This design comes from an exercise in tuning for a short achievable clock period and few clock cycles per item on the open sky130 flow, not from production work.
At most, simulation tests tie the RTL to the original design; equivalence was not proved.
Power and IR drop assume default switching activity.

// draw_fpv
module draw_fpv(clock, reset,
                start, done,
                player_pos_x, player_pos_y, player_angle,
                grid_x, grid_y, grid_out,
                vga_x, vga_y, vga_colour, vga_write);
Size in the first run: roughly 840 cells after synthesis, roughly 190 flip-flops, ~87 I/O pins, about 8800 µm² of cells after synthesis.
==> module ks_adder, before the edit <==
module ks_adder(a, b, sum, cout);
    parameter W = 8;
    input [W-1:0] a, b;
    output [W-1:0] sum;
    output cout;
    localparam L = (W > 16) ? 5 : (W > 8) ? 4 : (W > 4) ? 3 : (W > 2) ? 2 : 1;
    wire [W-1:0] g [0:L];
    wire [W-1:0] p [0:L];
    assign g[0] = a & b;
    assign p[0] = a ^ b;
    genvar i, k;
    generate
        for (k = 0; k < L; k = k + 1) begin : lvl
            for (i = 0; i < W; i = i + 1) begin : bi
                if (i >= (1 << k)) begin : comb
                    assign g[k+1][i] = g[k][i] | (p[k][i] & g[k][i - (1 << k)]);
                    assign p[k+1][i] = p[k][i] & p[k][i - (1 << k)];
                end
                else begin : thru
                    assign g[k+1][i] = g[k][i];
                    assign p[k+1][i] = p[k][i];
                end
            end
        end
    endgenerate
    assign sum = p[0] ^ {g[L][W-2:0], 1'b0};
    assign cout = g[L][W-1];
endmodule
clock: 4.5 ns
lec_check: 0
abc_clock_period_in_ps: 1800
cap_margin: 20
core_margin: 2
core_utilization: 40
place_density: 0.6
setup_slack_margin: 2.7
slew_margin: 20
synth_memory_max_bits: 16384
run.sh (not shown) runs the stock make flow with config.mk's settings and CLKGATE_MAP_FILE= SYNTH_SCRIPT=/design/flow/synth_recipe.tcl, a recipe that flattens the netlist after the stock synthesis.
Testbench counts at the start, summed over its fixed seeds: cycles 923,715, frames 64.
Next try:
--- a/flow/design.v
+++ b/flow/design.v
@@ -8,13 +8,13 @@
 endmodule
 module ks_adder(a, b, sum, cout);
     parameter W = 8;
     input [W-1:0] a, b;
     output [W-1:0] sum;
     output cout;
-    localparam L = (W > 16) ? 5 : (W > 8) ? 4 : (W > 4) ? 3 : (W > 2) ? 2 : 1;
+    localparam L = $clog2(W);
     wire [W-1:0] g [0:L];
     wire [W-1:0] p [0:L];
     assign g[0] = a & b;
     assign p[0] = a ^ b;
     genvar i, k;
     generate
Effect: Worst setup slack is unchanged. Total power is unchanged. Clock power barely changes. Cell area does not change. Sequential share of layout area does not change. Non-clock buffer count is unchanged. First-iteration DRC count stays the same. Cell count stays the same. Routed wire length is unchanged. Global-route usage stays the same. Combinational power barely changes. Flip-flop and latch count does not change.
For the second run of this note, only the layout was checked, not whether the RTL still works.

========
Another version of the RTL of draw_fpv (not shown whole).
Size: about 830 cells after synthesis, about 200 flip-flops, roughly 87 I/O pins, roughly 8300 um2 of cells after synthesis.
==> module raytracer, before the edit <==
module raytracer(clock, reset,
                 start, pos_x, pos_y, angle,
                 grid_x, grid_y, grid_out,
                 room, push, push_cell, push_vert);
    input clock;
    input reset;
    input start;
    input [13:0] pos_x;
    input [12:0] pos_y;
    input [7:0] angle;
    output [5:0] grid_x;
    output [4:0] grid_y;
    input [2:0] grid_out;
    input room;                  
    output push;                 
    output [2:0] push_cell;      
    output push_vert;            
    reg [6:0] ncols;             
    reg okr;                     
    reg h1;                      
    reg [7:0] an;
    reg [5:0] rx, ry;
    reg rw0, rw1;
    wire [5:0] rom_x, rom_y;
    wire rom_w0, rom_w1;
    bytian_to_vector btv0 (.r(an[5:0]), .x(rom_x), .y(rom_y), .w0(rom_w0), .w1(rom_w1));
    wire [6:0] px = {1'b0, rx};
    wire [6:0] py = {1'b0, ry};
    wire [6:0] mx, my;
    negate #(.W(7)) ngx (.a(px), .y(mx));
    negate #(.W(7)) ngy (.a(py), .y(my));
    reg [6:0] qdx, qdy;
    always @(*) begin
        case (an[7:6])
            2'd0: begin qdx = px; qdy = py; end
            2'd1: begin qdx = py; qdy = mx; end
            2'd2: begin qdx = mx; qdy = my; end
            default: begin qdx = my; qdy = px; end
        endcase
    end
    reg [6:0] ndx, ndy;
    reg nwide;
    reg act;                     
    reg [6:0] dx, dy;
    reg wide;
    reg [6:0] xa, ya;            
    reg incx, decx;              
    reg incy, decy;
    reg [6:0] xb;                
    reg [5:0] yb;                
    reg tcx, tcy;                
    reg rv;
    reg [2:0] gq;
    reg wq;                      
    reg exq, eyq;
    reg [5:0] gx;
    reg [4:0] gy;
    assign grid_x = gx;
    assign grid_y = gy;
    wire [6:0] nxa, nya;
    wire ncxa, ncya;
    ks_adder #(.W(7)) addxa (.a(xa), .b(dx), .sum(nxa), .cout(ncxa));
    ks_adder #(.W(7)) addya (.a(ya), .b(dy), .sum(nya), .cout(ncya));
    wire [6:0] nxb;
    wire [5:0] nyb;
    step_one #(.W(7)) sox (.a(xb), .inc(incx), .dec(decx), .y(nxb));
    step_one #(.W(6)) soy (.a(yb), .inc(incy), .dec(decy), .y(nyb));
    wire hit = rv & wq;
    wire cstart = okr & (~act | hit);
    wire act_next = cstart | (act & ~hit);
    assign push = hit;
    assign push_cell = gq;
    assign push_vert = (exq & ~eyq) | (wide & ~(exq ^ eyq));
    always @(posedge clock) begin
        rx <= rom_x;
        ry <= rom_y;
        rw0 <= rom_w0;
        rw1 <= rom_w1;
        ndx <= qdx;
        ndy <= qdy;
        nwide <= an[6] ? rw1 : rw0;
        gq <= grid_out;
        wq <= grid_out != 3'd0;
        exq <= tcx;
        eyq <= tcy;
        if (cstart) begin
            xa <= pos_x[6:0];
            ya <= pos_y[6:0];
            xb <= pos_x[13:7];
            yb <= pos_y[12:7];
            incx <= 1'b0;
            decx <= 1'b0;
            incy <= 1'b0;
            decy <= 1'b0;
            tcx <= 1'b0;
            tcy <= 1'b0;
            dx <= ndx;
            dy <= ndy;
            wide <= nwide;
        end
        else begin
            xa <= nxa;
            ya <= nya;
            incx <= ncxa & ~dx[6];
            decx <= ~ncxa & dx[6];
            incy <= ncya & ~dy[6];
            decy <= ~ncya & dy[6];
            xb <= nxb;
            yb <= nyb;
            tcx <= (incx & xb[0]) | (decx & ~xb[0]);
            tcy <= (incy & yb[0]) | (decy & ~yb[0]);
        end
        if (reset | ~act_next) begin
            gx <= 6'd0;
            gy <= 5'd0;
        end
        else begin
            gx <= cstart ? pos_x[13:8] : nxb[6:1];
            gy <= cstart ? pos_y[12:8] : nyb[5:1];
        end
        if (start)
            an <= angle + 8'd176;        
        else if (cstart)
            an <= an + 8'd1;
        if (reset) begin
            ncols <= 7'd120;
            act <= 1'b0;
            rv <= 1'b0;
            okr <= 1'b0;
            h1 <= 1'b0;
        end
        else if (start) begin
            ncols <= 7'd0;
            act <= 1'b0;
            rv <= 1'b0;
            okr <= 1'b0;
            h1 <= 1'b1;
        end
        else begin
            h1 <= cstart;
            if (cstart)
                ncols <= ncols + 7'd1;
            act <= act_next;
            rv <= act & ~hit;
            okr <= ~h1 & (ncols != 7'd120) & room;
        end
    end
endmodule
export LEC_CHECK = 0
export ABC_CLOCK_PERIOD_IN_PS = 1800
export CAP_MARGIN = 20
export CORE_MARGIN = 2
export CORE_UTILIZATION = 40
export PLACE_DENSITY = 0.6
export SETUP_SLACK_MARGIN = 2.6
export SLEW_MARGIN = 20
export SYNTH_MEMORY_MAX_BITS = 16384
create_clock -name core_clock -period 4.5 [get_ports {clock}]
standard.sh (not shown) runs the stock make flow with config.mk's settings and CLKGATE_MAP_FILE= SYNTH_SCRIPT=/design/flow/synth_recipe.tcl, a recipe that flattens the netlist after the stock synthesis.
==> flow/flow/run.sh <==
#!/bin/bash
# The standard layout (the standard.sh, every step), with the platform's
# full and half adder cells added to DONT_USE_CELLS: synthesis then leaves
# adders as plain gates for abc to map for speed, and no later step places
# an adder cell. Registers are synthesized exactly as in the standard flow.
set -euo pipefail
PLATFORM_CONFIG="$FLOW_HOME/platforms/$FLOW_PLATFORM/config.mk"
# the platform's own list: the words after "export DONT_USE_CELLS +=" up to
# the end of that continued line
PLATFORM_DONT_USE=$(awk '/^export DONT_USE_CELLS/{f=1} f{print} f && !/\\$/{exit}' "$PLATFORM_CONFIG" \
    | sed 's/export DONT_USE_CELLS += //; s/\\//g' | tr -s ' \n' ' ')
ADDERS="sky130_fd_sc_hd__fa_1 sky130_fd_sc_hd__fa_2 sky130_fd_sc_hd__fa_4 sky130_fd_sc_hd__fah_1 sky130_fd_sc_hd__fahcin_1 sky130_fd_sc_hd__fahcon_1 sky130_fd_sc_hd__ha_1 sky130_fd_sc_hd__ha_2 sky130_fd_sc_hd__ha_4"
echo "DONT_USE_CELLS=$PLATFORM_DONT_USE $ADDERS" > dont_use.log
bash standard.sh "DONT_USE_CELLS=$PLATFORM_DONT_USE $ADDERS" MATCH_CELL_FOOTPRINT=0 "BUFFER_PORTS_ARGS=-buffer_cell sky130_fd_sc_hd__buf_6" finish > standard.log 2>&1
Testbench counts at the start, summed over its fixed seeds: cycles 923,715, frames 64.
Then changed:
--- a/flow/design.v
+++ b/flow/design.v
@@ -193,9 +193,8 @@
     reg [5:0] yb;                
     reg tcx, tcy;                
     reg rv;
     reg [2:0] gq;
-    reg wq;                      
     reg exq, eyq;
     reg [5:0] gx;
     reg [4:0] gy;
     assign grid_x = gx;
@@ -207,11 +206,15 @@
     wire [6:0] nxb;
     wire [5:0] nyb;
     step_one #(.W(7)) sox (.a(xb), .inc(incx), .dec(decx), .y(nxb));
     step_one #(.W(6)) soy (.a(yb), .inc(incy), .dec(decy), .y(nyb));
-    wire hit = rv & wq;
-    wire cstart = okr & (~act | hit);
+    reg hit;                     
+    reg cstart;
     wire act_next = cstart | (act & ~hit);
+    wire rv_next = act & ~hit;
+    wire okr_next = ~h1 & (ncols != 7'd120) & room;
+    wire hit_next = rv_next & (grid_out != 3'd0);
+    wire cstart_next = okr_next & (~act_next | hit_next);
     assign push = hit;
     assign push_cell = gq;
     assign push_vert = (exq & ~eyq) | (wide & ~(exq ^ eyq));
     always @(posedge clock) begin
@@ -222,9 +225,8 @@
         ndx <= qdx;
         ndy <= qdy;
         nwide <= an[6] ? rw1 : rw0;
         gq <= grid_out;
-        wq <= grid_out != 3'd0;
         exq <= tcx;
         eyq <= tcy;
         if (cstart) begin
             xa <= pos_x[6:0];
@@ -260,33 +262,35 @@
         else begin
             gx <= cstart ? pos_x[13:8] : nxb[6:1];
             gy <= cstart ? pos_y[12:8] : nyb[5:1];
         end
-        if (start)
-            an <= angle + 8'd176;        
-        else if (cstart)
-            an <= an + 8'd1;
+        an <= start ? angle + 8'd176 : an + {7'd0, cstart};     
         if (reset) begin
             ncols <= 7'd120;
             act <= 1'b0;
             rv <= 1'b0;
             okr <= 1'b0;
             h1 <= 1'b0;
+            hit <= 1'b0;
+            cstart <= 1'b0;
         end
         else if (start) begin
             ncols <= 7'd0;
             act <= 1'b0;
             rv <= 1'b0;
             okr <= 1'b0;
             h1 <= 1'b1;
+            hit <= 1'b0;
+            cstart <= 1'b0;
         end
         else begin
             h1 <= cstart;
-            if (cstart)
-                ncols <= ncols + 7'd1;
+            ncols <= ncols + {6'd0, cstart};
             act <= act_next;
-            rv <= act & ~hit;
-            okr <= ~h1 & (ncols != 7'd120) & room;
+            rv <= rv_next;
+            okr <= okr_next;
+            hit <= hit_next;
+            cstart <= cstart_next;
         end
     end
 endmodule
 module draw_vertical_line(clock, reset,
Total power came out lower slightly.
Final area stays flat.
First-iteration DRC count climbs by a quarter to a third.
Worst hold slack gets better by 6.0 ps.
Wire length is about the same.
Testbench counts after the change, summed over its fixed seeds: cycles 923,715, frames 64.

## re-timing with driven ports
The flow's constraints put no driver on any port. The routed layouts listed below were extracted and timed again, unchanged, in two steps.
Step 1 (the two cells are an assumption about what drives the block):
set clk [get_ports {clock}]
set_driving_cell -lib_cell sky130_fd_sc_hd__clkbuf_16 $clk
set_driving_cell -lib_cell sky130_fd_sc_hd__buf_2 [delete_from_list [all_inputs] $clk]
Step 2, shift: input delay + t, output delay - t, t = (earliest + latest rising clock arrival at the registers) / 2. This alone moves slack from input paths to output paths.
Slacks: ideal / step 1 / step 2; pairs: ideal / step 1.
| run | shift t [ns] | slack for setup (ns) | worst setup path at the end | worst register clock-pin slew, ns | worst data-port slew with drivers (ns) |
|---|---|---|---|---|---|
| the first run of note 1 | 0.477 | 2.573 / 2.529 / 2.325 | input to register | 0.08 / 0.08 | 0.06 |
| the second run of note 1 | 0.477 | 2.573 / 2.529 / 2.325 | input to register | 0.08 / 0.08 | 0.06 |
| the first run of note 2 | 0.466 | 2.677 / 2.640 / 2.502 | input to register | 0.07 / 0.07 | 0.06 |
| the second run of note 2 | 0.465 | 2.652 / 2.610 / 2.402 | input to register | 0.08 / 0.08 | 0.05 |
After both steps setup and hold are still met in every run listed. For the second run of note 2, which loses most, drivers alone change the setup slack by -0.042 ns; drivers and shift together by -0.250 ns.
